This design comes from an exercise in tuning for small area and a short achievable clock period on the open sky130 flow, not from production work. In this exercise RTL edits were held to simulation tests only and were not proved equivalent to the original.

## flow/design.v (module list and top-level ports; edited modules follow where they fit)
// module HarmonicMean: 57 lines
// module hm_divrow: 694 lines
// module hm_mul16lo: 418 lines
// module hm_sum4: 15 lines
module HarmonicMean (
    input wire clk,
    input wire reset,
    input wire [15:0] data1,
    input wire [15:0] data2,
    input wire [15:0] data3,
    input wire [15:0] data4,
    input wire data_valid1,
    input wire data_valid2,
    input wire data_valid3,
    input wire data_valid4,
    output wire [15:0] harmonic_mean,
    output reg data_ready
);
  // ...
==> flow/run.sh <==
#!/bin/bash
# synth_recipe.tcl (not shown) runs the flow's synth.tcl, then flattens the netlist and writes it again
# the make line also repeats each setting of config.mk as NAME=value (left out here)
make -C /OpenROAD-flow-scripts/flow DESIGN_CONFIG=/design/flow/config.mk WORK_HOME=/design/flow/orfs CLKGATE_MAP_FILE= SYNTH_SCRIPT=/design/flow/synth_recipe.tcl finish
==> flow/config.mk <==
export PLATFORM = sky130hd
export DESIGN_NAME = HarmonicMean
export DESIGN_NICKNAME = HarmonicMean
export VERILOG_FILES = /design/flow/design.v
export SDC_FILE = /design/flow/constraint.sdc
export NUM_CORES = 4
export LEC_CHECK = 0
export ABC_AREA = 1
export CAP_MARGIN = 70
export CORE_MARGIN = 2
export CORE_UTILIZATION = 40
export SLEW_MARGIN = 70
==> flow/constraint.sdc <==
create_clock -name core_clock -period 56.0 [get_ports {clk}]
set_input_delay 11.2000 -clock core_clock [delete_from_list [all_inputs] [get_ports {clk}]]
set_output_delay 11.2000 -clock core_clock [all_outputs]
set_load 0.01 [all_outputs]
==> results.json, run 1 <==
{
  "rsz0062_at_grt": "no",
  "ff2ff_path_depth": 3,
  "wl_met1_um": 22400,
  "layout_commonest_cell": "nand2_1",
  "crit_top_cell": "nand2_1",
  "synth_area_sq_um": 19500,
  "utilization_pct": 43.8,
  "use_met3_pct": 1.21,
  "cts_buffers": 5,
  "synthSimpleGateAreaFrac_pct": 22.9,
  "grt_pass1_vias": 17600,
  "cts_resized": 0,
  "hp-class": "reg -> reg",
  "outcome": "timing/DRC/antenna clean",
  "drc": 0,
  "critPathCapture": "harmonic_mean[0]",
  "gp_congestion": 0.874,
  "worst-endpoint-arrival_ns": 20.25,
  "buffer_area_share_pct": 4.21,
  "worstMarginPinSlew_ns": 0.437,
  "r2r-end": "den_q[8]",
  "setup_viol": 0,
  "multi_input_gates": 1893,
  "rows": 80,
  "area_dominant_class": "multi-input gates",
  "synth.distinct_cells": 58,
  "grt_antenna_before_repair": 0,
  "io_pins": 87
}
==> inputs of run 2 (changes only) <==
--- a/flow/config.mk
+++ b/flow/config.mk
@@ -9,4 +9,5 @@
 export CAP_MARGIN = 70
 export CORE_MARGIN = 2
-export CORE_UTILIZATION = 40
+export CORE_UTILIZATION = 65
+export PLACE_DENSITY = 0.75
 export SLEW_MARGIN = 70
==> run 2 against run 1 <==
Area after synthesis unchanged; global-route usage is 14 points higher; sequential share of layout area is 0.087 points higher; clock skew unchanged; hold slack improved by 0.0026 ns; highest routed layer unchanged; maximum frequency fell by 1.6%; synthesized cell count did not move; largest cell class unchanged; critical endpoint unchanged.
==> results.json, run 2 <==
{
  "outcome": "timing/DRC/antenna clean",
  "dpl_worst_slack_ns": 24.53,
  "cpPeakStageDelay_ns": 0.68,
  "grt_antenna_before_repair": 0,
  "hp-class": "reg -> reg",
  "yosysSeqAreaShare_pct": 5.14,
  "synth.distinct_cells": 58,
  "htreeDepth": 2,
  "overflow": 0,
  "syn_inst": 2684,
  "layout_common_cells": "nand2_1, inv_1, fa_1",
  "holdBufCountCts": 0,
  "worstPathRequired_ns": 44.80,
  "worst-endpoint-arrival_ns": 20.76,
  "design_area_sq_um": 20700,
  "yosysMostFrequentCell": "nand2_1",
  "place_area_sq_um": 20500,
  "cp_max_fo": 23,
  "synth.largest_area_cell": "fa_1",
  "r2r-end": "den_q[8]",
  "initial_core_util_pct": 65.9,
  "drive_above_1_share_pct": 5.86,
  "via_per_inst": 5.48,
  "grt_pass1_vias": 18000,
  "worstSetupPathType": "reg -> out",
  "diodes": 0,
  "root_buffer": "clkbuf_16",
  "post_cts.repair.setup_buffers": 0,
  "grt_pass1_wl_um": 87700,
  "yosysWarnings": 1,
  "drtAntennaViolNets": 0,
  "fin_hold_ws_ns": 0.494,
  "setup_viol": 0,
  "die_h_um": 177,
  "cts_buffers": 5,
  "drc": 0,
  "synthTopCellsByArea": "fa_1, nand2_1, inv_1",
  "hold_start": "qhi_q[13]",
  "maxSlewViolCount": 0,
  "synth_area_sq_um": 19500,
  "area_growth_pct": 6.12,
  "io_buffers": 86,
  "hold_path_end": "qhi_q[13]",
  "crit_slowest_cell": "dfstp_2",
  "syn-num-nets": 3254,
  "rows": 63,
  "clock_sinks": 40,
  "ys_ff_latch": 40,
  "vias": 17000,
  "crit_top_cell": "nand2_1",
  "fp.dieW_um": 177,
  "wl_um": 52500,
  "finalHoldViolations": 0,
  "ys.flop_type": "dfrtp_1",
  "dieArea_sq_um": 31400,
  "gp_congestion": 0.969,
  "layout_commonest_cell": "nand2_1",
  "top_regs": "den_q: 16 flops, rem_q: 16 flops, qhi_q: 7 flops",
  "cap_violations": 0,
  "fmax_mhz": 31.3,
  "grt_max_degree": 44,
  "final_nets": 3284,
  "fin_ws_ns": 24.04,
  "cts.path.max_buffers": 2,
  "fin_crit_sh_pct": 57.1,
  "synth_edf_count": 0,
  "startpoint_type": "register",
  "core-area_sq_um": 29600,
  "tritoncts": "built",
  "clk_pin_slew_ns": 0.06,
  "whs_path_depth": 2,
  "ys_async_sr_fraction_pct": 100,
  "period_needed_ns": 31.96,
  "track_usage_pct": 35.6,
  "wire_per_inst_um": 16.9,
  "fill_cells": 2517,
  "r2r_slack_ns": 54.83,
  "drt_iter0_markers": 1189,
  "relSlewSlack_pct": 69.9,
  "crit_path_end_kind": "output port",
  "synthTopCellsByCount": "nand2_1, inv_1, fa_1",
  "syn_area_per_cell_sq_um": 7.26,
  "cts_resized": 0,
  "rsz0062_at_grt": "no",
  "reg2reg_from": "den_q[8]",
  "skew_ns": 0,
  "clk_latency_ns": 0.28,
  "fin_tns_setup_ns": 0,
  "yosysTopAreaCellShare_pct": 37.0,
  "worstMarginPinSlew_ns": 0.452,
  "hpwl_um": 43000,
  "io_pins": 87,
  "ff2ff_path_depth": 2,
  "firstDrtPassIters": 5
}
## run 2: final cells by class
| cell class | count | area (sq um) | area share (%) |
|---|---|---|---|
| multi-input combinational | 1893 | 15700 | 75.8 |
| inverter | 673 | 2530 | 12.3 |
| sequential | 40 | 1010 | 4.90 |
| timing repair buffer | 101 | 791 | 3.83 |
| tap | 390 | 488 | 2.36 |
| clock buffer | 6 | 139 | 0.672 |
| clock inverter | 2 | 38.8 | 0.188 |
## run 2: how the worst max path moves through the flow
stage / depth (start not counted) / end / slack, ns / startpoint
after global routing: 127 / harmonic_mean[0] / 22.17 / den_q[0]
after detailed placement: 126 / harmonic_mean[0] / 24.53 / den_q[0]
after CTS: 126 / harmonic_mean[0] / 24.14 / den_q[0]
final: 126 / harmonic_mean[0] / 24.04 / den_q[0]
after floorplan: 91 / rem_q[11] / 27.24 / data3[0]
after global placement: 120 / harmonic_mean[0] / 23.39 / den_q[0]
## run 2: logic make-up (layout without fill, tap and decap cells)
group                      after synthesis  after routing  share of synthesized area (%)
DFF                                     40             40                           5.14
AOI/OAI and AO/OA                      203            203                           6.58
xor gates and xnor gates                88             88                           3.96
adders and majority gates              500            500                           46.0
muxes                                    5              5                          0.340
and+or+nand+nor                       1097           1097                           22.9
buffers and inverters                  751            782                           15.1
## run 2: worst max-delay path, delay by kind of cell, from the launching register on
kind                       cells  cell delay [ns]
buffers and inverters         22             3.45
AOI/OAI and AO/OA             38             7.00
and+or+nand+nor               54             5.48
adders and majority gates     11             3.45
DFF                            1             0.68
muxes                          1             0.40
## run 2: metal layers
layer	global-route usage (%)	wire length [um]	vias up
met1	45.4	20700	8180
met5	0	0	-
met3	3.35	3860	178
li1	-	-	7970
met4	15.8	2630	0
met2	61.7	25300	692
## run 2: metrics by stage
step / cells / utilization (%)
final: 3105 / 69.9
after global routing: 3105 / 69.9
after CTS: 3105 / 69.8
after detailed placement: 3097 / 69.2
after global placement: 3093 / 69.4
after floorplan: 2684 / -
==> inputs of run 3 (changes only) <==
==> flow/flow/run.sh (new file) <==
#!/bin/bash
# Standard synthesis, then full-adder polarity clean-up on its netlist, then the
# standard layout from that netlist. Each tool's output goes to its own log here.
set -euo pipefail
R=orfs/results/$FLOW_PLATFORM/HarmonicMean/base
bash standard.sh synth > synth.log 2>&1
cp $R/1_2_yosys.v 1_2_yosys.standard.v
python3 flow/fapol.py 1_2_yosys.standard.v $R/1_2_yosys.v > fapol.log 2>&1
bash standard.sh finish SETUP_SLACK_MARGIN=31 > layout.log 2>&1
==> flow/flow/fapol.py (new file) <==
#!/usr/bin/env python3
"""Flips the polarity of full-adder cells in a Yosys netlist to remove inverters.

A full adder is self-dual: fa(~a, ~b, ~c) = (~cout, ~sum). Flipping one takes the
complements of its inputs (reusing inverters already there) and complements its
outputs (absorbing the inverters on them). A flip is kept when it lowers the
inverter count. usage: fapol.py in.v out.v
"""
import re, sys
from collections import defaultdict

src = open(sys.argv[1]).read()
mod_m = re.search(r'^module\s+(\w+)\s*\((.*?)\);', src, re.S | re.M)
body_start = mod_m.end()
end_idx = src.rindex('endmodule')
body = src[body_start:end_idx]

inst_re = re.compile(r'^\s*(sky130_fd_sc_hd__\w+)\s+(\S+)\s*\((.*?)\);', re.S | re.M)
pin_re = re.compile(r'\.(\w+)\(([^()]*)\)')
insts = {}
order = []
for m in inst_re.finditer(body):
    typ, name, pins = m.group(1), m.group(2), m.group(3)
    insts[name] = {'type': typ, 'pins': {p: n.strip() for p, n in pin_re.findall(pins)}}
    order.append(name)
other = inst_re.sub('', body)  # declarations and assigns
assert 'assign' not in other or True
ports_out = set()
for m in re.finditer(r'^\s*output\s+(\[\d+:\d+\]\s+)?(\S+)\s*;', body, re.M):
    rng, nm = m.group(1), m.group(2)
    if rng:
        a, b = map(int, re.findall(r'\d+', rng))
        for i in range(min(a, b), max(a, b) + 1):
            ports_out.add(f'{nm}[{i}]')
    else:
        ports_out.add(nm)
assigns = re.findall(r'^\s*assign\s+(.*?)\s*=\s*(.*?);', other, re.M)
assign_nets = set()
for l, r in assigns:
    assign_nets.add(l.strip()); assign_nets.add(r.strip())

def is_inv(t): return re.fullmatch(r'sky130_fd_sc_hd__(clk)?inv_\d+', t) is not None
def is_fa(t): return re.fullmatch(r'sky130_fd_sc_hd__fa_\d+', t) is not None
OUTPINS = {'X', 'Y', 'Q', 'Q_N', 'COUT', 'SUM', 'HI', 'LO'}

def norm(n):
    return n.replace(' ', '')

def maps():
    drv, loads = {}, defaultdict(list)
    for nm, ins in insts.items():
        for p, n in ins['pins'].items():
            if not n: continue
            k = norm(n)
            if p in OUTPINS: drv[k] = (nm, p)
            else: loads[k].append((nm, p))
    return drv, loads

cnt = [0]
newwires = []
def fresh():
    cnt[0] += 1
    w = f'fapol_n{cnt[0]}'
    newwires.append(w)
    return w
def new_inv(a, y):
    cnt[0] += 1
    nm = f'fapol_i{cnt[0]}'
    insts[nm] = {'type': 'sky130_fd_sc_hd__inv_1', 'pins': {'A': a, 'Y': y}}
    return nm

def protected(n):
    return norm(n) in ports_out or norm(n) in assign_nets

def delta(f, drv, loads):
    ins = insts[f]['pins']
    d = 0
    seen = set()
    for p in ('A', 'B', 'CIN'):
        n = norm(ins[p])
        if n in seen: continue
        seen.add(n)
        dv = drv.get(n)
        if dv and is_inv(insts[dv[0]]['type']):
            ld = loads[n]
            if all(x[0] == f for x in ld) and not protected(n): d -= 1
        elif any(is_inv(insts[x[0]]['type']) for x in loads[n]):
            pass
        else:
            d += 1
    for p in ('SUM', 'COUT'):
        n = norm(ins.get(p, ''))
        if not n: continue
        ld = loads[n]
        k = [x for x in ld if is_inv(insts[x[0]]['type'])]
        rest = [x for x in ld if not is_inv(insts[x[0]]['type'])]
        d -= len([x for x in k if not protected(insts[x[0]]['pins']['Y'])])
        if rest or protected(n): d += 1
    return d

def flip(f, drv, loads):
    ins = insts[f]['pins']
    comp = {}
    for p in ('A', 'B', 'CIN'):
        n = norm(ins[p])
        if n in comp:
            ins[p] = comp[n]; continue
        dv = drv.get(n)
        if dv and is_inv(insts[dv[0]]['type']):
            c = insts[dv[0]]['pins']['A']
        else:
            invs = [x for x in loads[n] if is_inv(insts[x[0]]['type'])]
            if invs:
                c = insts[invs[0][0]]['pins']['Y']
            else:
                c = fresh(); new_inv(ins[p], c)
        comp[n] = c
        ins[p] = c
    for p in ('SUM', 'COUT'):
        n = ins.get(p, '')
        if not n or not n.strip(): continue
        nn = fresh()
        ins[p] = nn
        new_inv(nn, n)

def cleanup():
    changed = True
    while changed:
        changed = False
        drv, loads = maps()
        for nm in list(insts):
            ins = insts.get(nm)
            if ins is None or not is_inv(ins['type']): continue
            y = norm(ins['pins']['Y'])
            if not loads[y] and not protected(y):
                del insts[nm]; changed = True; continue
            a = norm(ins['pins']['A'])
            dv = drv.get(a)
            if dv and is_inv(insts[dv[0]]['type']) and not protected(y):
                m = insts[dv[0]]['pins']['A']
                for (ln, lp) in loads[y]:
                    insts[ln]['pins'][lp] = m
                del insts[nm]; changed = True
        if changed: continue
        # merge inverters on the same input
        byin = defaultdict(list)
        for nm, ins in insts.items():
            if is_inv(ins['type']): byin[norm(ins['pins']['A'])].append(nm)
        for a, lst in byin.items():
            if len(lst) < 2: continue
            keep = lst[0]
            ky = insts[keep]['pins']['Y']
            for nm in lst[1:]:
                y = norm(insts[nm]['pins']['Y'])
                if protected(y): continue
                for (ln, lp) in loads[y]:
                    insts[ln]['pins'][lp] = ky
                del insts[nm]; changed = True
            if changed: break

def ninv():
    return sum(1 for i in insts.values() if is_inv(i['type']))

cleanup()
before = ninv()
it = 0
while True:
    drv, loads = maps()
    best, bd = None, 0
    for nm, ins in insts.items():
        if is_fa(ins['type']):
            d = delta(nm, drv, loads)
            if d < bd: best, bd = nm, d
    if best is None: break
    flip(best, drv, loads)
    cleanup()
    it += 1
after = ninv()
print(f'fapol: {it} flips, inverters {before} -> {after}', file=sys.stderr)

# write out
def fmt(n):
    n = n.strip()
    return n + ' ' if n.startswith('\\') else n
used = set()
for ins in insts.values():
    for n in ins['pins'].values(): used.add(norm(n))
lines = []
decl = other
wires = ''.join(f'  wire {w};\n' for w in newwires if w in used)
out = src[:body_start] + decl.rstrip('\n') + '\n' + wires
for nm, ins in insts.items():
    pins = ',\n'.join(f'    .{p}({fmt(n)})' for p, n in ins['pins'].items())
    out += f'  {ins["type"]} {nm} (\n{pins}\n  );\n'
out += 'endmodule\n' + src[end_idx + len('endmodule'):].lstrip('\n')
open(sys.argv[2], 'w').write(out)
==> flow/standard.sh (new file) <==
#!/bin/bash
# synth_recipe.tcl (not shown) runs the flow's synth.tcl, then flattens the netlist and writes it again
# the make line also repeats each setting of config.mk as NAME=value (left out here)
make -C /OpenROAD-flow-scripts/flow DESIGN_CONFIG=/design/flow/config.mk WORK_HOME=/design/flow/orfs CLKGATE_MAP_FILE= SYNTH_SCRIPT=/design/flow/synth_recipe.tcl "${@:-finish}"
--- a/flow/config.mk
+++ b/flow/config.mk
@@ -9,5 +9,4 @@
 export CAP_MARGIN = 70
 export CORE_MARGIN = 2
-export CORE_UTILIZATION = 65
-export PLACE_DENSITY = 0.75
+export CORE_UTILIZATION = 40
 export SLEW_MARGIN = 70
removed: flow/run.sh
==> run 3 against run 2 <==
First-iteration DRC count shrank 14%; critical path depth shrank 43; flip-flop and latch count is the same; non-clock buffer count grew 215; clock skew is the same; cell count grew 1.2%; setup slack gained 4.1 ns; clock-buffer cell count shrank 1; highest routed layer unchanged.
==> results.json, run 3 <==
{
  "outcome": "timing/DRC/antenna clean",
  "core-area_sq_um": 44300,
  "initial_core_util_pct": 40.7,
  "cts.path.max_buffers": 2,
  "overflow": 0,
  "wire_per_inst_um": 18.0,
  "root_buffer": "clkbuf_16",
  "layout_commonest_cell": "nand2_1",
  "cts_buffers": 5,
  "grt_pass1_vias": 17400,
  "clk_pin_slew_ns": 0.06,
  "final_nets": 3118,
  "drt_iter0_markers": 1024,
  "clock_sinks": 40,
  "fill_cells": 4133,
  "drive_above_1_share_pct": 26.1,
  "final_cells": 3141,
  "maxSlewViolCount": 0,
  "io_buffers": 86,
  "layout_common_cells": "nand2_1, fa_1, inv_1",
  "fmax_mhz": 35.9,
  "yosysWarnings": 1,
  "relSlewSlack_pct": 66.5,
  "fin_crit_sh_pct": 49.7,
  "io_pins": 87,
  "vias": 16600,
  "drc": 0,
  "via_per_inst": 5.27,
  "syn-num-nets": 2868,
  "regArea_sq_um": 1020,
  "finalHoldViolations": 0,
  "die_h_um": 216,
  "fin_tns_setup_ns": 0,
  "dieArea_sq_um": 46800,
  "period_needed_ns": 27.82,
  "cp_max_fo": 12,
  "dp_cells": 2916,
  "synth_area_sq_um": 18000,
  "syn_inst": 2298,
  "gp_congestion": 0.889,
  "wl_um": 56500,
  "drtAntennaViolNets": 0,
  "rows": 77,
  "crit_top_cell": "fa_2",
  "syn_area_per_cell_sq_um": 7.85,
  "hpwl_um": 42200,
  "grt_pass1_wl_um": 89300,
  "cpPeakStageDelay_ns": 0.61,
  "dpl_worst_slack_ns": 25.60,
  "tritoncts": "built",
  "hp-class": "reg -> reg",
  "crit_path_end_kind": "register",
  "grt_max_degree": 44,
  "setup_viol": 0,
  "fp.dieW_um": 216,
  "top_regs": "den_q: 16 flops, rem_q: 16 flops, qhi_q: 7 flops",
  "multi_input_area_sq_um": 17000,
  "worstMarginPinSlew_ns": 0.498,
  "rsz0062_at_grt": "yes",
  "clk_latency_ns": 0.28,
  "track_usage_pct": 24.0,
  "htreeDepth": 2,
  "area_growth_pct": 25.9,
  "skew_ns": 0,
  "startpoint_type": "input pin",
  "firstDrtPassIters": 5,
  "worstSetupPathType": "in -> reg",
  "fin_ws_ns": 28.18,
  "crit_slowest_cell": "fa_2",
  "worst-endpoint-arrival_ns": 27.99,
  "cap_violations": 0,
  "grt_antenna_before_repair": 0,
  "worstPathRequired_ns": 56.17,
  "diodes": 0
}
[run 3: changes by cell type in the layout (fill, tap and decap cells not counted), sizes merged]
cell | previous run | this run
clkdlybuf4s15 | 0 | 1
clkinv | 4 | 7
inv | 670 | 282
nand2 | 790 | 792
buf | 52 | 270
clkinvlp | 0 | 4
clkbuf | 7 | 8
bufinv | 1 | 0
clkdlybuf4s50 | 48 | 41
dlygate4sd2 | 0 | 1
[run 3: final timing paths]
kind	endpoint	slack [ns]	from	depth (start not counted)
max in group asynchronous	den_q[0]	44.40	reset	3
worst min register to register	rem_q[15]	0.52	rem_q[15]	2
worst max-delay path	rem_q[14]	28.18	data4[5]	83
worst min-delay path	rem_q[15]	0.52	rem_q[15]	2
worst max register to register	den_q[8]	54.83	den_q[8]	3
min in group asynchronous	qhi_q[9]	11.29	reset	3
[run 3: area by class of cell]
| class | count | share of cell area (%) |
|---|---|---|
| flip-flops and latches | 40 | 4.51 |
| well taps | 592 | 3.26 |
| inverters | 287 | 4.99 |
| clock buffers | 5 | 0.551 |
| repair buffers | 316 | 11.4 |
| multi-input cells | 1895 | 75.1 |
| clock inverters | 3 | 0.105 |
| repair inverters | 3 | 0.0827 |
[run 3: metal layers]
layer | wire length (um) | vias to the layer above | track usage, %
met5 | 0 | - | 0
met4 | 2190 | 0 | 8.63
met3 | 2910 | 157 | 1.75
met2 | 29400 | 559 | 44.3
met1 | 22000 | 8210 | 29.3
li1 | - | 7633 | -
[run 3: what timing repair did]
item,4_1_cts,5_1_grt
pin swaps,135,119
cloned,5,0
buffers inserted,151,60
gates resized for setup,189,124
hold buffers,0,0
endpoints found under the setup margin,13,13
[run 3: through the flow]
| stage | area, sq um | hold slack [ns] | utilization, % |
|---|---|---|---|
| after floorplan | 18600 | 0.475 | - |
| after global placement | 19800 | 0.518 | 44.7 |
| after detailed placement | 19800 | 0.517 | 44.6 |
| after CTS | 21700 | 0.531 | 48.9 |
| after global routing | 22700 | 0.541 | 51.2 |
| final | 22700 | 0.520 | 51.2 |
[run 3: critical path: cells and delay by family]
| family | cells | cell delay [ns] |
|---|---|---|
| buf+inv | 14 | 1.42 |
| compound gates | 10 | 1.44 |
| xor+xnor | 3 | 0.54 |
| simple gates | 30 | 3.19 |
| fa+ha+maj | 26 | 10.16 |
==> inputs of run 4 (changes only) <==
--- a/flow/flow/run.sh
+++ b/flow/flow/run.sh
@@ -7,3 +7,3 @@
 cp $R/1_2_yosys.v 1_2_yosys.standard.v
 python3 flow/fapol.py 1_2_yosys.standard.v $R/1_2_yosys.v > fapol.log 2>&1
-bash standard.sh finish SETUP_SLACK_MARGIN=31 > layout.log 2>&1
+bash standard.sh finish SETUP_SLACK_MARGIN=28 > layout.log 2>&1
==> run 4 against run 3 <==
Area after synthesis unchanged; via count decreased by 1.6%; die area unchanged; hold slack got worse by 0.028 ns; clock-buffer cell count unchanged; maximum frequency decreased by 1.2%; synthesized cell count unchanged; setup slack got worse by 0.35 ns.
==> results.json, run 4 <==
{
  "drtAntennaViolNets": 0,
  "crit_path_end_kind": "register",
  "syn-num-nets": 2868,
  "clk_latency_ns": 0.29,
  "track_usage_pct": 24.2,
  "fin_crit_sh_pct": 50.3,
  "clk_pin_slew_ns": 0.06,
  "hp-class": "reg -> reg",
  "cpPeakStageDelay_ns": 0.62,
  "worstMarginPinSlew_ns": 0.456,
  "grt_max_degree": 44,
  "rsz0062_at_grt": "yes",
  "layout_common_cells": "nand2_1, fa_1, inv_1",
  "diodes": 0,
  "clock_sinks": 40,
  "period_needed_ns": 28.17,
  "core-area_sq_um": 44300,
  "finalHoldViolations": 0,
  "startpoint_type": "input pin",
  "ff2ff_path_depth": 3,
  "worst-endpoint-arrival_ns": 28.33,
  "initial_core_util_pct": 40.7,
  "holdBufCountCts": 0,
  "crit_slowest_cell": "fa_2",
  "top_regs": "den_q: 16 flops, rem_q: 16 flops, qhi_q: 7 flops",
  "cap_violations": 0,
  "worstPathRequired_ns": 56.16,
  "fin_tns_setup_ns": 0,
  "yosysWarnings": 1,
  "outcome": "timing/DRC/antenna clean",
  "synth_area_sq_um": 18000,
  "drive_above_1_share_pct": 21.4,
  "io_pins": 87,
  "whs_path_depth": 2,
  "syn_inst": 2298,
  "setup.worst_path.start": "data4[3]",
  "vias": 16300,
  "cts_buffers": 5,
  "io_buffers": 86,
  "area_growth_pct": 21.4,
  "wire_per_inst_um": 18.0,
  "gp_congestion": 0.887,
  "grt_antenna_before_repair": 0,
  "die_h_um": 216,
  "hpwl_um": 41500,
  "grt_pass1_vias": 17300,
  "drt_iter0_markers": 922,
  "grt_pass1_wl_um": 90000,
  "layout_commonest_cell": "nand2_1",
  "wl_um": 55500,
  "hold_start": "qhi_q[11]",
  "tritoncts": "built",
  "setup_viol": 0,
  "overflow": 0,
  "syn_area_per_cell_sq_um": 7.85,
  "final_nets": 3060,
  "cts.path.max_buffers": 2,
  "fin_ws_ns": 27.83,
  "htreeDepth": 2,
  "fmax_mhz": 35.5,
  "rows": 77,
  "crit_top_cell": "fa_2",
  "maxSlewViolCount": 0,
  "cp_max_fo": 8,
  "dieArea_sq_um": 46800,
  "relSlewSlack_pct": 69.5,
  "skew_ns": 0,
  "root_buffer": "clkbuf_16",
  "firstDrtPassIters": 5,
  "reg2reg_from": "den_q[8]",
  "drc": 0,
  "via_per_inst": 5.28,
  "worstSetupPathType": "in -> reg",
  "fp.dieW_um": 216,
  "dpl_worst_slack_ns": 25.18
}
[run 4: critical path: cells and delay by family]
family	cells	cell delay, ns
AO/OA/AOI/OAI	10	1.51
XOR/XNOR	2	0.37
adder cells (fa/ha/maj)	28	10.90
buffers and inverters	14	1.15
AND/OR/NAND/NOR	28	3.19
[run 4: through the flow]
step	instance area (sq um)	utilization, %	hold slack (ns)	cells
global route	21900	49.4	0.526	3083
floorplan	18100	-	0.475	2298
finish	21900	49.4	0.493	3083
global placement	19400	43.9	0.467	2917
CTS	21200	47.8	0.491	3050
detailed placement	19300	43.6	0.476	2917
[run 4: final cells by class]
cell class                      count  area, sq um
Timing Repair Buffer              259         2190
Sequential cell                    40         1020
Fill cell                        4219        22400
Clock inverter                      3         46.3
Tap cell                          592          741
Multi-Input combinational cell   1896        16700
Inverter                          287         1110
Clock buffer                        5          125
Timing Repair inverter              1         8.76
[run 4: routing by layer]
metal	wire (um)	global-route usage [%]	vias up
met4	1740	6.96	0
met3	2870	1.64	110
met2	28300	44.5	569
li1	-	-	7524
met5	0	0	-
met1	22600	30.5	8089
[run 4: timing repair]
item / in CTS / in global routing
setup endpoints to repair: 11 / 10
cloned: 5 / 0
buffers inserted: 120 / 33
gates resized for setup: 244 / 95
pin swaps: 142 / 81
[run 4: final timing paths]
kind / slack [ns] / end
min in group asynchronous: 11.29 / qhi_q[10]
max in group asynchronous: 44.41 / den_q[0]
worst max register to register: 54.84 / den_q[8]
worst max-delay path: 27.83 / rem_q[13]
worst min register to register: 0.49 / qhi_q[11]
worst min-delay path: 0.49 / qhi_q[11]
==> inputs of run 5 (changes only) <==
--- a/flow/flow/run.sh
+++ b/flow/flow/run.sh
@@ -7,3 +7,3 @@
 cp $R/1_2_yosys.v 1_2_yosys.standard.v
 python3 flow/fapol.py 1_2_yosys.standard.v $R/1_2_yosys.v > fapol.log 2>&1
-bash standard.sh finish SETUP_SLACK_MARGIN=28 > layout.log 2>&1
+bash standard.sh finish SETUP_SLACK_MARGIN=24 > layout.log 2>&1
==> run 5 against run 4 <==
Wire length down 6.8%; maximum frequency fell by 7.5%; setup slack worse by 2.3 ns; hold slack got worse by 0.0052 ns; synthesized cell count is the same; sequential share of layout area grew 0.47 points; still clean; highest routed layer unchanged; cell count decreased by 4.2%; largest cell class unchanged; flip-flop and latch count unchanged; cell area shrank 9.6%; via count shrank 4.9%; critical path depth is 3 higher.
==> results.json, run 5 <==
{
  "outcome": "timing/DRC/antenna clean",
  "hpwl_um": 42400,
  "drtAntennaViolNets": 0,
  "worstMarginPinSlew_ns": 0.554,
  "final_nets": 2930,
  "grt_antenna_before_repair": 0,
  "layout_common_cells": "nand2_1, fa_1, inv_1",
  "fin_crit_sh_pct": 54.4,
  "cts_buffers": 5,
  "dpl_worst_slack_ns": 24.56,
  "use_met3_pct": 1.21,
  "wire_per_inst_um": 17.5,
  "path_buf_inv": 13,
  "cp.depth": 85,
  "fin_hold_ws_ns": 0.487,
  "clk_pin_slew_ns": 0.06,
  "startpoint_type": "input pin",
  "via_per_inst": 5.25,
  "ff2ff_path_depth": 3,
  "rsz0062_at_grt": "yes",
  "layout_commonest_cell": "nand2_1",
  "gp_congestion": 0.919,
  "grt_max_degree": 44,
  "diodes": 0,
  "htreeDepth": 2,
  "whs_path_depth": 2,
  "drt_iter0_markers": 896,
  "synth_area_sq_um": 18000,
  "syn_area_per_cell_sq_um": 7.85,
  "syn_inst": 2298,
  "vias": 15500,
  "maxSlewViolCount": 0,
  "fmax_mhz": 32.8,
  "wl_um": 51800,
  "cp_max_fo": 17,
  "finalHoldViolations": 0,
  "die_h_um": 216,
  "tritoncts": "built",
  "fp.dieW_um": 216,
  "syn-num-nets": 2868,
  "fin_tns_setup_ns": 0,
  "met2_usage_pct": 41.4,
  "initial_core_util_pct": 40.7,
  "path_delay_family": "adder cells",
  "period_needed_ns": 30.45,
  "drc": 0,
  "worst-endpoint-arrival_ns": 30.61,
  "grt_pass1_wl_um": 85200,
  "setup.worst_path.start": "data2[1]",
  "fin_ws_ns": 25.56,
  "rows": 77,
  "core-area_sq_um": 44300,
  "clk_latency_ns": 0.28,
  "skew_ns": 0,
  "dieArea_sq_um": 46800,
  "yosysWarnings": 1,
  "overflow": 0,
  "hp-class": "reg -> reg",
  "crit_path_end_kind": "register",
  "place_area_sq_um": 19400,
  "cts.path.max_buffers": 2,
  "relSlewSlack_pct": 63.0,
  "cap_violations": 0,
  "root_buffer": "clkbuf_16",
  "grtUsageMet1_pct": 29.4,
  "cpPeakStageDelay_ns": 0.55,
  "track_usage_pct": 22.8,
  "grt_pass1_vias": 16500,
  "grt_busiest_layer": "met2",
  "reg2reg_from": "den_q[8]",
  "top_regs": "den_q: 16 flops, rem_q: 16 flops, qhi_q: 7 flops",
  "crit_top_cell": "fa_1",
  "worstPathRequired_ns": 56.16,
  "worstSetupPathType": "in -> reg",
  "hold_start": "den_q[0]",
  "area_growth_pct": 9.80,
  "clock_sinks": 40,
  "io_buffers": 86,
  "crit_slowest_cell": "fa_1",
  "drive_above_1_share_pct": 8.09,
  "design_area_sq_um": 19800,
  "io_pins": 87,
  "setup_viol": 0,
  "firstDrtPassIters": 6
}
-- run 5: cell type report --
class | count | area [sq um]
flip-flops and latches | 40 | 1010
repair buffers | 131 | 1060
well taps | 592 | 741
inverters | 287 | 1090
clock inverters | 2 | 15.0
multi-input cells | 1895 | 15700
fillers | 4469 | 24500
clock buffers | 6 | 139
-- run 5: timing repair --
action,CTS,global route
hold buffers,0,0
buffers inserted,0,20
resized for setup,0,27
setup endpoints to repair,0,9
-- run 5: per-layer routing --
metal  wire, um  share of wire, %  vias up
met5          0                 0        -
met3       2430               4.7      103
li1           -                 -     7249
met1      21600                42     7626
met2      26300                51      512
met4       1490               2.9        0
-- run 5: path summary, 6_finish.rpt --
path / to / slack (ns)
worst max register to register: den_q[8] / 54.90
max in group asynchronous: den_q[0] / 44.40
worst max-delay path: rem_q[14] / 25.56
worst min register to register: den_q[0] / 0.49
worst min-delay path: den_q[0] / 0.49
min in group asynchronous: rem_q[14] / 11.29
-- run 5: worst min-delay path: stages, from the launching register on --
cell and delay [ns]:
dfstp_2 0.38, nand2_1 0.06, nand2_1 0.05
-- run 5: through the flow --
stage | instances | util (%)
final | 2953 | 44.7
after global routing | 2953 | 44.7
after CTS | 2931 | 44.1
after detailed placement | 2923 | 43.7
after global placement | 2919 | 43.7
after floorplan | 2298 | -
==> inputs of run 6 (changes only) <==
--- a/flow/flow/run.sh
+++ b/flow/flow/run.sh
@@ -7,3 +7,3 @@
 cp $R/1_2_yosys.v 1_2_yosys.standard.v
 python3 flow/fapol.py 1_2_yosys.standard.v $R/1_2_yosys.v > fapol.log 2>&1
-bash standard.sh finish SETUP_SLACK_MARGIN=24 > layout.log 2>&1
+bash standard.sh finish SETUP_SLACK_MARGIN=26 "BUFFER_PORTS_ARGS=-buffer_cell sky130_fd_sc_hd__buf_2" > layout.log 2>&1
==> run 6 against run 5 <==
Utilization increased by 1.2 points; hold slack got worse by 0.0049 ns; area after synthesis did not move; setup slack gained 1.3 ns; clock skew unchanged; register-to-register slack got worse by 0.03 ns; first-iteration DRC count grew 6.9%; synthesized cell count unchanged; clock-buffer cell count unchanged; highest routed layer unchanged; global-route usage shrank 0.85 points.
==> results.json, run 6 <==
{
  "outcome": "timing/DRC/antenna clean",
  "finalHoldViolations": 0,
  "r2r-end": "den_q[8]",
  "via_per_inst": 5.23,
  "drive_above_1_share_pct": 14.7,
  "worst-endpoint-arrival_ns": 29.28,
  "setup_viol": 0,
  "crit_top_cell": "fa_1",
  "maxSlewViolCount": 0,
  "clock_sinks": 40,
  "cpPeakStageDelay_ns": 0.56,
  "syn_inst": 2298,
  "rsz0062_at_grt": "yes",
  "firstDrtPassIters": 5,
  "fin_crit_sh_pct": 52.0,
  "fill_cells": 4398,
  "fin_hold_ws_ns": 0.483,
  "grt_pass1_vias": 16000,
  "initial_core_util_pct": 40.7,
  "ff2ff_path_depth": 3,
  "fin_tns_setup_ns": 0,
  "top_regs": "den_q: 16 flops, rem_q: 16 flops, qhi_q: 7 flops",
  "worstMarginPinSlew_ns": 0.520,
  "tritoncts": "built",
  "wire_per_inst_um": 17.3,
  "die_h_um": 216,
  "syn-num-nets": 2868,
  "hp-class": "reg -> reg",
  "drtAntennaViolNets": 0,
  "io_pins": 87,
  "hpwl_um": 41200,
  "fmax_mhz": 34.3,
  "reg2reg_from": "den_q[8]",
  "overflow": 0,
  "crit_path_end_kind": "register",
  "synth_area_sq_um": 18000,
  "fin_ws_ns": 26.89,
  "drc": 0,
  "clk_pin_slew_ns": 0.06,
  "period_needed_ns": 29.11,
  "hold_path_end": "den_q[0]",
  "cap_violations": 0,
  "diodes": 0,
  "fp.dieW_um": 216,
  "relSlewSlack_pct": 65.2,
  "worstSetupPathType": "in -> reg",
  "final_nets": 2975,
  "whs_path_depth": 2,
  "r2r_slack_ns": 54.87,
  "track_usage_pct": 22.0,
  "grt_pass1_wl_um": 82300,
  "cts_buffers": 5,
  "root_buffer": "clkbuf_16",
  "dieArea_sq_um": 46800,
  "hold_start": "den_q[0]",
  "core-area_sq_um": 44300,
  "rows": 77,
  "worstPathRequired_ns": 56.16,
  "startpoint_type": "input pin",
  "cts.path.max_buffers": 2,
  "dpl_worst_slack_ns": 25.27,
  "grt_antenna_before_repair": 0,
  "grt_max_degree": 44,
  "crit_slowest_cell": "fa_1",
  "cp_max_fo": 14,
  "syn_area_per_cell_sq_um": 7.85,
  "io_buffers": 86,
  "path_delay_family": "adder cells",
  "wl_um": 51700,
  "area_growth_pct": 12.6,
  "htreeDepth": 2,
  "layout_commonest_cell": "nand2_1",
  "skew_ns": 0,
  "yosysWarnings": 1,
  "layout_common_cells": "nand2_1, fa_1, inv_1",
  "path_buf_inv": 13,
  "vias": 15700,
  "drt_iter0_markers": 958,
  "gp_congestion": 0.924,
  "clk_latency_ns": 0.28
}
-- run 6: how the worst max path moves through the flow --
stage                        start          endpoint  slack [ns]  cells past startpoint
after floorplan           data3[0]         rem_q[11]       26.61                     88
after global placement    den_q[2]  harmonic_mean[0]       24.08                    116
after detailed placement  den_q[0]  harmonic_mean[0]       25.27                    120
after CTS                 data2[1]         rem_q[13]       26.02                     86
after global routing      rem_q[8]  harmonic_mean[0]       25.79                    124
final                     data4[3]         rem_q[14]       26.89                     86
-- run 6: worst min-delay path, stage by stage (launching register included) --
cell,delay [ns]
dfstp_2,0.38
nand2_1,0.06
nand2_1,0.05
-- run 6: area by class of cell --
class | count | area [sq um] | area share, %
Clock buffer | 6 | 129 | 0.635
Timing Repair inverter | 2 | 10.0 | 0.0493
Timing Repair Buffer | 171 | 1220 | 6.01
Inverter | 287 | 1110 | 5.46
Clock inverter | 2 | 16.3 | 0.0801
Tap cell | 592 | 741 | 3.65
Sequential cell | 40 | 1020 | 5.02
Multi-Input combinational cell | 1898 | 16100 | 79.1
-- run 6: per-layer routing --
metal	GRT usage, %	part of all wire (%)
met1	28.9	42
met2	39.0	50
met3	0.968	4.7
met4	6.96	3.2
met5	0	0
-- run 6: repair_timing --
item / 4_1_cts / 5_1_grt
resized for setup: 17 / 141
hold buffers: 0 / 0
cloned: 1 / 7
setup endpoints to repair: 9 / 10
pin swaps: 3 / 29
setup buffers: 2 / 69
-- run 6: per-stage QoR --
step                cells  utilization [%]  instance area, sq um
CTS                  2921             43.3                 19200
global placement     2908             42.6                 18900
floorplan            2298                -                 18000
detailed placement   2910             42.8                 19000
global route         2998             45.8                 20300
finish               2998             45.8                 20300
==> inputs of run 7 (changes only) <==
--- a/flow/config.mk
+++ b/flow/config.mk
@@ -7,6 +7,6 @@
 export LEC_CHECK = 0
 export ABC_AREA = 1
-export CAP_MARGIN = 70
+export CAP_MARGIN = 20
 export CORE_MARGIN = 2
 export CORE_UTILIZATION = 40
-export SLEW_MARGIN = 70
+export SLEW_MARGIN = 20
==> run 7 against run 6 <==
First-iteration DRC count down 0.42%; synthesized cell count unchanged; global-route usage up 0.15 points; highest routed layer unchanged; clock-buffer cell count unchanged; still clean on timing, DRC and antenna; utilization down 1.0 points; register-to-register slack worse by 0.16 ns; critical path type unchanged.
==> results.json, run 7 <==
{
  "outcome": "timing/DRC/antenna clean",
  "syn_area_per_cell_sq_um": 7.85,
  "hold_start": "den_q[0]",
  "grt_pass1_vias": 16000,
  "multi_input_area_sq_um": 15900,
  "syn-num-nets": 2868,
  "clock_sinks": 40,
  "fp.dieW_um": 216,
  "layout_common_cells": "nand2_1, fa_1, inv_1",
  "cts.path.max_buffers": 2,
  "io_pins": 87,
  "initial_core_util_pct": 40.7,
  "top_regs": "den_q: 16 flops, rem_q: 16 flops, qhi_q: 7 flops",
  "die_h_um": 216,
  "dp_cells": 2908,
  "crit_slowest_cell": "fa_1",
  "place_area_sq_um": 18900,
  "setup_viol": 0,
  "utilization_pct": 44.8,
  "diodes": 0,
  "vias": 15600,
  "drc": 0,
  "worstSetupPathType": "in -> reg",
  "root_buffer": "clkbuf_16",
  "holdBufCountCts": 0,
  "clk_latency_ns": 0.28,
  "clk_pin_slew_ns": 0.06,
  "design_area_sq_um": 19900,
  "cap_violations": 0,
  "yosysWarnings": 1,
  "area_growth_pct": 10.2,
  "layout_commonest_cell": "nand2_1",
  "crit_top_cell": "fa_1",
  "synth_area_sq_um": 18000,
  "maxSlewViolCount": 0,
  "syn_inst": 2298,
  "crit_path_end_kind": "register",
  "worstPathRequired_ns": 56.15,
  "reg2reg_from": "den_q[8]",
  "dpl_worst_slack_ns": 23.86,
  "cpPeakStageDelay_ns": 0.54,
  "fin_ws_ns": 26.90,
  "grt_pass1_wl_um": 82800,
  "grt_antenna_before_repair": 0,
  "worstMarginPinSlew_ns": 0.926,
  "rows": 77,
  "core-area_sq_um": 44300,
  "fin_tns_setup_ns": 0,
  "finalHoldViolations": 0,
  "relSlewSlack_pct": 37.9,
  "drive_above_1_share_pct": 12.7,
  "worst-endpoint-arrival_ns": 29.25,
  "via_per_inst": 5.24,
  "grt_max_degree": 44,
  "regArea_sq_um": 1010,
  "skew_ns": 0,
  "fill_cells": 4412,
  "startpoint_type": "input pin",
  "firstDrtPassIters": 6,
  "tritoncts": "built",
  "fin_crit_sh_pct": 52.0,
  "fin_hold_ws_ns": 0.483,
  "period_needed_ns": 29.10,
  "final_nets": 2947,
  "io_buffers": 86,
  "dieArea_sq_um": 46800,
  "rsz0062_at_grt": "yes",
  "track_usage_pct": 22.1,
  "gp_congestion": 0.924,
  "final_cells": 2970,
  "wl_um": 51100,
  "fmax_mhz": 34.4,
  "wire_per_inst_um": 17.2,
  "hp-class": "reg -> reg",
  "cp_max_fo": 18,
  "drtAntennaViolNets": 0,
  "htreeDepth": 2,
  "cts_buffers": 5,
  "hpwl_um": 41100,
  "setup.worst_path.start": "data1[0]",
  "drt_iter0_markers": 954,
  "overflow": 0
}
==> run 7: area by class of cell <==
type / instances / share of cell area, %
clock inverter: 2 / 0.0819
tap: 592 / 3.73
timing repair buffer: 145 / 4.93
sequential: 40 / 5.08
multi-input combinational: 1897 / 79.9
clock buffer: 6 / 0.649
inverter: 287 / 5.54
timing repair inverter: 1 / 0.0378
==> run 7: final timing paths <==
| kind | endpoint | slack, ns | cells past startpoint |
|---|---|---|---|
| hold reg to reg | den_q[0] | 0.48 | 2 |
| min in group asynchronous | data_ready | 11.01 | 3 |
| setup / recovery | rem_q[14] | 26.90 | 86 |
| setup reg to reg | den_q[8] | 54.71 | 3 |
| hold / removal | den_q[0] | 0.48 | 2 |
| max in group asynchronous | den_q[2] | 44.58 | 3 |
==> run 7: worst max-delay path: cells and delay by family <==
kind,cells,cell delay [ns]
xor gates and xnor gates,3,0.52
buffers and inverters,13,1.14
AOI/OAI and AO/OA,10,1.64
and+or+nand+nor,33,3.73
adders and majority gates,27,11.04
==> run 7: what timing repair did <==
action                                  4_1_cts  5_1_grt
pin swaps                                     3       33
cloned                                        1        5
resized for setup                            33      104
endpoints found under the setup margin       10       10
setup buffers                                 8       40
==> run 7: layer usage <==
metal	part of all wire, %	track usage [%]	up-vias
met5	0	0	-
met4	3.3	7.51	0
met3	4.8	1.47	98
met2	50	39.2	507
met1	42	28.6	7670
li1	-	-	7291
==> inputs of run 8 (changes only) <==
--- a/flow/config.mk
+++ b/flow/config.mk
@@ -7,6 +7,7 @@
 export LEC_CHECK = 0
 export ABC_AREA = 1
-export CAP_MARGIN = 20
+export CAP_MARGIN = 70
 export CORE_MARGIN = 2
-export CORE_UTILIZATION = 40
-export SLEW_MARGIN = 20
+export CORE_UTILIZATION = 60
+export PLACE_DENSITY = 0.7
+export SLEW_MARGIN = 70
==> run 8 against run 7 <==
Non-clock buffer count is 6 lower; die area is 33% lower; register-to-register slack better by 0.13 ns; wire length is 2.4% lower; via count is 1.7% higher; area after synthesis stayed put; critical endpoint is now rem_q[15]; hold slack better by 0.0052 ns; synthesized cell count stayed put; critical path type unchanged; setup slack worse by 0.11 ns; flip-flop and latch count stayed put; clock-buffer cell count is 1 lower; highest routed layer unchanged; sequential share of layout area is 0.13 points higher.
==> results.json, run 8 <==
{
  "outcome": "timing/DRC/antenna clean",
  "clock_sinks": 40,
  "wire_per_inst_um": 18.1,
  "io_buffers": 86,
  "top_regs": "den_q: 16 flops, rem_q: 16 flops, qhi_q: 7 flops",
  "startpoint_type": "input pin",
  "holdBufCountCts": 0,
  "vias": 15800,
  "firstDrtPassIters": 5,
  "die_h_um": 177,
  "worst-endpoint-arrival_ns": 29.41,
  "yosysWarnings": 1,
  "via_per_inst": 5.73,
  "layout_commonest_cell": "nand2_1",
  "fin_tns_setup_ns": 0,
  "utilization_pct": 66.2,
  "track_usage_pct": 32.7,
  "overflow": 0,
  "io_pins": 87,
  "period_needed_ns": 29.21,
  "area_growth_pct": 8.79,
  "drt_iter0_markers": 1067,
  "crit_top_cell": "fa_1",
  "syn_area_per_cell_sq_um": 7.85,
  "root_buffer": "clkbuf_16",
  "place_area_sq_um": 18700,
  "cpPeakStageDelay_ns": 0.63,
  "syn_inst": 2298,
  "finalHoldViolations": 0,
  "htreeDepth": 2,
  "crit_slowest_cell": "fa_1",
  "tritoncts": "built",
  "rsz0062_at_grt": "yes",
  "hp-class": "reg -> reg",
  "dieArea_sq_um": 31500,
  "dpl_worst_slack_ns": 25.25,
  "cap_violations": 0,
  "relSlewSlack_pct": 57.1,
  "cts.path.max_buffers": 2,
  "grt_pass1_wl_um": 80500,
  "design_area_sq_um": 19600,
  "wl_um": 49900,
  "fin_hold_ws_ns": 0.488,
  "path_buf_inv": 13,
  "crit_path_end_kind": "register",
  "worstMarginPinSlew_ns": 0.640,
  "grt_max_degree": 44,
  "diodes": 0,
  "cts_buffers": 5,
  "cp_max_fo": 14,
  "drc": 0,
  "skew_ns": 0,
  "grt_antenna_before_repair": 0,
  "syn-num-nets": 2868,
  "initial_core_util_pct": 60.8,
  "grt_pass1_vias": 16100,
  "drtAntennaViolNets": 0,
  "fp.dieW_um": 177,
  "path_delay_family": "adder cells",
  "gp_congestion": 0.914,
  "worstPathRequired_ns": 56.20,
  "final_nets": 2941,
  "clk_pin_slew_ns": 0.06,
  "layout_common_cells": "nand2_1, fa_1, inv_1",
  "maxSlewViolCount": 0,
  "clk_latency_ns": 0.28,
  "setup_viol": 0,
  "drive_above_1_share_pct": 13.3,
  "fin_crit_sh_pct": 52.2,
  "fmax_mhz": 34.2,
  "synth_area_sq_um": 18000,
  "hpwl_um": 40100,
  "worstSetupPathType": "in -> reg",
  "fin_ws_ns": 26.79,
  "rows": 63,
  "core-area_sq_um": 29600
}
==> run 8: cell types whose count changed in the layout (fill, tap and decap cells not counted), moves of 4 or more <==
cell	previous run	this run
buf_4	61	49
buf_6	5	11
clkinvlp_4	4	0
dfrtp_1	35	26
dfrtp_2	3	11
nor2_1	127	131
==> run 8: final cells by class <==
type                       instances  area (sq um)
timing repair buffer             139           917
fill                            2594         10000
sequential                        40          1020
inverter                         287          1100
timing repair inverter             1          5.00
tap                              390           488
clock buffer                       5           125
multi-input combinational       1897         15900
clock inverter                     3          18.8
==> run 8: timing repair <==
action	4_1_cts	5_1_grt
pin swaps	2	21
resized for setup	26	99
setup buffers	4	40
endpoints found under the setup margin	9	10
cloned	0	5
==> run 8: per-layer routing <==
metal | vias up | GRT usage (%) | share of wire, %
met1 | 7694 | 39.4 | 38
li1 | 7290 | - | -
met4 | 0 | 15.4 | 5.2
met3 | 185 | 3.60 | 6.5
met2 | 666 | 58.7 | 51
met5 | - | 0 | 0
==> run 8: final timing paths <==
| check | startpoint | to | slack [ns] | cells after the start |
|---|---|---|---|---|
| min | qhi_q[9] | qhi_q[9] | 0.49 | 1 |
| max in group asynchronous | reset | den_q[0] | 44.69 | 3 |
| min reg2reg | qhi_q[9] | qhi_q[9] | 0.49 | 1 |
| max | data4[3] | rem_q[15] | 26.79 | 86 |
| min in group asynchronous | reset | qhi_q[11] | 10.99 | 3 |
| max reg2reg | den_q[8] | den_q[8] | 54.84 | 2 |
==> run 8: worst reg2reg max path, cell delays in order (launching register included) <==
cell	delay [ns]
dfrtp_2	0.62
inv_2	0.23
o21ai_0	0.22
==> run 8: metrics by stage <==
stage	std cells
2_1_floorplan	2298
3_3_place_gp	2700
3_5_place_dp	2704
4_1_cts	2716
5_1_grt	2762
6_report	2762
==> inputs of run 9 (changes only) <==
--- a/flow/config.mk
+++ b/flow/config.mk
@@ -7,7 +7,7 @@
 export LEC_CHECK = 0
 export ABC_AREA = 1
-export CAP_MARGIN = 70
+export CAP_MARGIN = 20
 export CORE_MARGIN = 2
-export CORE_UTILIZATION = 60
-export PLACE_DENSITY = 0.7
-export SLEW_MARGIN = 70
+export CORE_UTILIZATION = 70
+export PLACE_DENSITY = 0.8
+export SLEW_MARGIN = 20
==> run 9 against run 8 <==
Synthesized cell count unchanged; wire length grew 3.0%; maximum frequency is 0.24% lower; highest routed layer unchanged; critical path depth rose by 34; cell count fell by 1.9%; still clean on timing, DRC and antenna; largest cell class unchanged; hold slack gained 0.028 ns; cell area down 0.34%; setup slack got worse by 0.070 ns.
==> results.json, run 9 <==
{
  "outcome": "timing/DRC/antenna clean",
  "crit_slowest_cell": "dfrtp_1",
  "root_buffer": "clkbuf_16",
  "final_nets": 2949,
  "cap_violations": 0,
  "cp_max_fo": 9,
  "setup_viol": 0,
  "holdBufCountCts": 0,
  "fin_tns_setup_ns": 0,
  "wire_per_inst_um": 18.9,
  "synth_area_sq_um": 18000,
  "grt_busiest_layer": "met2",
  "met2_usage_pct": 67.1,
  "fp.dieW_um": 164,
  "gp_congestion": 0.999,
  "clock_sinks": 40,
  "drtAntennaViolNets": 0,
  "grtUsageMet1_pct": 46.7,
  "clk_latency_ns": 0.28,
  "setup.worst_path.start": "den_q[15]",
  "reg2reg_from": "den_q[8]",
  "grt_pass1_wl_um": 81200,
  "fin_crit_sh_pct": 52.3,
  "die_h_um": 164,
  "hpwl_um": 40600,
  "diodes": 0,
  "rsz0062_at_grt": "yes",
  "vias": 16300,
  "wl_um": 51300,
  "fin_ws_ns": 26.72,
  "track_usage_pct": 38.6,
  "hold_start": "qhi_q[9]",
  "rows": 58,
  "overflow": 0,
  "drc": 0,
  "fin_hold_ws_ns": 0.516,
  "hp-class": "reg -> reg",
  "skew_ns": 0,
  "firstDrtPassIters": 6,
  "worst-endpoint-arrival_ns": 18.08,
  "tritoncts": "built",
  "worstPathRequired_ns": 44.80,
  "drive_above_1_share_pct": 12.5,
  "layout_common_cells": "nand2_1, fa_1, inv_1",
  "drt_iter0_markers": 1385,
  "syn-num-nets": 2868,
  "worstSetupPathType": "reg -> out",
  "dieArea_sq_um": 27100,
  "cts.path.max_buffers": 2,
  "initial_core_util_pct": 71.4,
  "io_pins": 87,
  "cts_buffers": 5,
  "crit_top_cell": "nand2_1",
  "top_regs": "den_q: 16 flops, rem_q: 16 flops, qhi_q: 7 flops",
  "crit_path_end_kind": "output port",
  "grt_pass1_vias": 16700,
  "worstMarginPinSlew_ns": 0.906,
  "path_buf_inv": 17,
  "fmax_mhz": 34.2,
  "utilization_pct": 77.4,
  "syn_inst": 2298,
  "layout_commonest_cell": "nand2_1",
  "grt_max_degree": 44,
  "yosysWarnings": 1,
  "dpl_worst_slack_ns": 23.38,
  "maxSlewViolCount": 0,
  "finalHoldViolations": 0,
  "io_buffers": 86,
  "cpPeakStageDelay_ns": 0.48,
  "startpoint_type": "register",
  "use_met3_pct": 5.68,
  "path_delay_family": "compound AO/OA/AOI/OAI gates",
  "grt_antenna_before_repair": 0,
  "core-area_sq_um": 25300,
  "area_growth_pct": 8.42,
  "htreeDepth": 2,
  "period_needed_ns": 29.28,
  "relSlewSlack_pct": 39.2,
  "clk_pin_slew_ns": 0.06,
  "via_per_inst": 6.00,
  "syn_area_per_cell_sq_um": 7.85
}
[run 9: final timing paths]
check                                   end  slack [ns]  depth (start not counted)
max                        harmonic_mean[0]       26.72                        120
min                                qhi_q[9]        0.52                          1
max reg2reg                        den_q[8]       54.71                          3
min reg2reg                        qhi_q[9]        0.52                          1
max in group asynchronous          den_q[2]       44.58                          3
min in group asynchronous        data_ready       11.03                          3
[run 9: repair_timing]
| action | in CTS | in global routing |
|---|---|---|
| endpoints found under the hold margin | 0 | 0 |
| gates cloned | 2 | 5 |
| setup endpoints to repair | 10 | 10 |
| setup buffers | 10 | 42 |
| pin swaps | 5 | 26 |
| gates resized for setup | 32 | 99 |
[run 9: layout make-up]
cell class	instances	area, sq um
clock buffers	6	139
clock inverters	2	38.8
fillers	1855	5710
inverters	287	1100
multi-input cells	1898	15900
flip-flops and latches	40	1010
well taps	330	413
repair buffers	145	946
repair inverters	2	12.5
[run 9: layer usage]
metal	part of all wire (%)	vias to the layer above
met5	0	-
met4	5.8	0
met3	9.0	236
met2	49	895
met1	36	7846
li1	-	7295
[run 9: metrics by stage]
stage	std cells	instance area, sq um
5_1_grt	2710	19500
2_1_floorplan	2298	18000
3_3_place_gp	2643	18500
6_report	2710	19500
4_1_cts	2663	18900
3_5_place_dp	2643	18500
[run 9: worst reg2reg max path, stage by stage (launching register included)]
cell	delay (ns)
dfrtp_1	0.40
buf_4	0.22
inv_1	0.38
o21ai_0	0.16
==> inputs of run 10 (changes only) <==
--- a/flow/config.mk
+++ b/flow/config.mk
@@ -9,5 +9,6 @@
 export CAP_MARGIN = 20
 export CORE_MARGIN = 2
-export CORE_UTILIZATION = 70
-export PLACE_DENSITY = 0.8
+export CORE_UTILIZATION = 60
+export CTS_BUF_LIST = sky130_fd_sc_hd__clkbuf_4 sky130_fd_sc_hd__clkbuf_8
+export PLACE_DENSITY = 0.7
 export SLEW_MARGIN = 20
==> run 10 against run 9 <==
Still clean; register-to-register slack got worse by 0.39 ns; setup slack got worse by 0.16 ns; die area increased by 16%; flip-flop and latch count unchanged; cell area decreased by 0.38%; wire length decreased by 1.4%; clock-buffer cell count decreased by 1; critical path depth decreased by 35; critical endpoint is now rem_q[9].
==> results.json, run 10 <==
{
  "htreeDepth": 2,
  "clock_sinks": 40,
  "firstDrtPassIters": 5,
  "synth_area_sq_um": 18000,
  "fill_cells": 2631,
  "cpPeakStageDelay_ns": 0.64,
  "whs_path_depth": 1,
  "rsz0062_at_grt": "yes",
  "gp_congestion": 0.914,
  "io_buffers": 86,
  "rows": 63,
  "finalHoldViolations": 0,
  "drc": 0,
  "yosysWarnings": 1,
  "hp-class": "reg -> reg",
  "startpoint_type": "input pin",
  "crit_path_end_kind": "register",
  "io_pins": 87,
  "design_area_sq_um": 19500,
  "cap_violations": 0,
  "fmax_mhz": 34.0,
  "utilization_pct": 65.7,
  "r2r-end": "den_q[8]",
  "maxSlewViolCount": 0,
  "skew_ns": 0,
  "fin_hold_ws_ns": 0.492,
  "wl_um": 50600,
  "clk_latency_ns": 0.30,
  "cts_buffers": 5,
  "overflow": 0,
  "via_per_inst": 5.78,
  "fin_ws_ns": 26.57,
  "r2r_slack_ns": 54.32,
  "vias": 15900,
  "clk_pin_slew_ns": 0.08,
  "fp.dieW_um": 177,
  "syn_area_per_cell_sq_um": 7.85,
  "final_nets": 2937,
  "worstMarginPinSlew_ns": 0.954,
  "initial_core_util_pct": 60.8,
  "fin_tns_setup_ns": 0,
  "dieArea_sq_um": 31500,
  "drt_iter0_markers": 1127,
  "met2_wirelength_um": 25700,
  "root_buffer": "clkbuf_8",
  "crit_top_cell": "fa_1",
  "die_h_um": 177,
  "crit_slowest_cell": "fa_1",
  "drtAntennaViolNets": 0,
  "tritoncts": "built",
  "place_area_sq_um": 18600,
  "dpl_worst_slack_ns": 23.32,
  "reg2reg_from": "den_q[8]",
  "grt_antenna_before_repair": 0,
  "dr.max_layer_used": "met4",
  "fin_crit_sh_pct": 52.6,
  "worstPathRequired_ns": 56.15,
  "hpwl_um": 40100,
  "wire_per_inst_um": 18.4,
  "core-area_sq_um": 29600,
  "worst-endpoint-arrival_ns": 29.58,
  "cp_max_fo": 17,
  "period_needed_ns": 29.43,
  "syn_inst": 2298,
  "grt_max_degree": 44,
  "track_usage_pct": 33.1,
  "hold_path_end": "qhi_q[9]",
  "cts.path.max_buffers": 2,
  "grt_pass1_wl_um": 81500,
  "layout_common_cells": "nand2_1, fa_1, inv_1",
  "relSlewSlack_pct": 36.0,
  "area_growth_pct": 8.00,
  "wl_met1_um": 18800,
  "setup_viol": 0,
  "top_regs": "den_q: 16 flops, rem_q: 16 flops, qhi_q: 7 flops",
  "diodes": 0,
  "drive_above_1_share_pct": 12.5,
  "layout_commonest_cell": "nand2_1",
  "met3_length_um": 3220,
  "outcome": "timing/DRC/antenna clean",
  "syn-num-nets": 2868,
  "grt_pass1_vias": 16400,
  "worstSetupPathType": "in -> reg",
  "hold_start": "qhi_q[9]",
  "ff2ff_path_depth": 2
}
[run 10: worst max-delay path by stage]
| stage | cells past startpoint | start | endpoint | slack [ns] |
|---|---|---|---|---|
| after floorplan | 88 | data3[0] | rem_q[11] | 26.61 |
| after global placement | 118 | den_q[2] | harmonic_mean[0] | 23.82 |
| after detailed placement | 119 | den_q[2] | harmonic_mean[0] | 23.32 |
| after CTS | 125 | den_q[0] | harmonic_mean[0] | 26.02 |
| after global routing | 87 | data2[1] | rem_q[9] | 25.71 |
| final | 85 | data3[0] | rem_q[9] | 26.57 |
[run 10: per-layer routing]
layer | global-route usage, % | vias to the layer above
li1 | - | 7274
met1 | 39.3 | 7801
met2 | 59.5 | 655
met3 | 3.68 | 199
met4 | 16.9 | 0
met5 | 0 | -
[run 10: worst max-delay path, delay by kind of cell]
| kind | cells | cell delay, ns |
|---|---|---|
| fa+ha+maj | 27 | 11.23 |
| buf+inv | 12 | 1.04 |
| compound gates | 10 | 1.68 |
| simple gates | 33 | 3.86 |
| xor+xnor | 3 | 0.58 |
[run 10: what timing repair did]
item,CTS,global route
cloned,2,5
hold buffers,0,0
endpoints found under the setup margin,10,10
buffers inserted,8,35
gates resized for setup,36,105
pin swaps,4,23
[run 10: final cells by class]
type | count | area (sq um) | share of cell area, %
Tap cell | 390 | 488 | 2.51
Sequential cell | 40 | 1010 | 5.20
Multi-Input combinational cell | 1898 | 15900 | 81.7
Timing Repair inverter | 2 | 12.5 | 0.0643
Timing Repair Buffer | 133 | 871 | 4.47
Inverter | 287 | 1100 | 5.64
Clock buffer | 5 | 68.8 | 0.353
Clock inverter | 3 | 18.8 | 0.0964
[run 10: metrics by stage]
step           instances
2_1_floorplan       2298
3_3_place_gp        2700
3_5_place_dp        2700
4_1_cts             2718
5_1_grt             2758
6_report            2758

-- separate check: timing with driven ports --
In the flow no input, the clock included, has a driving cell. The finished layouts below were timed again as built, in two steps. Step 1 sets driving cells, clkbuf_16 on the clock port and buf_2 on the other inputs (assumed; they add their load-dependent delay and slew). Step 2 also shifts input and output timing later by t, the mid clock arrival at the registers, as if the neighbouring blocks saw the same clock. Slacks: no drivers / after step 1 / after step 2; pairs: no drivers / after step 1.
run | shift t [ns] | setup WS [ns] | hold WS [ns]
run 1 | 0.324 | 24.550 / 24.508 / 24.832 | 0.492 / 0.492 / 0.492
run 2 | 0.326 | 24.044 / 24.002 / 24.328 | 0.494 / 0.494 / 0.494
run 3 | 0.326 | 28.177 / 28.195 / 27.869 | 0.520 / 0.520 / 0.520
run 4 | 0.323 | 27.828 / 27.786 / 27.463 | 0.493 / 0.493 / 0.493
run 5 | 0.321 | 25.555 / 25.567 / 25.246 | 0.487 / 0.487 / 0.487
run 6 | 0.323 | 26.886 / 26.883 / 26.560 | 0.483 / 0.483 / 0.483
run 7 | 0.326 | 26.902 / 26.896 / 26.570 | 0.483 / 0.483 / 0.483
run 8 | 0.310 | 26.791 / 26.772 / 26.462 | 0.488 / 0.488 / 0.488
run 9 | 0.320 | 26.721 / 26.685 / 26.511 | 0.516 / 0.516 / 0.516
run 10 | 0.327 | 26.566 / 26.540 / 26.213 | 0.492 / 0.492 / 0.492
After both steps setup and hold are still met in every run listed. For run 4, which loses most, drivers alone change the setup slack by -0.042 ns; drivers and shift together by -0.365 ns.
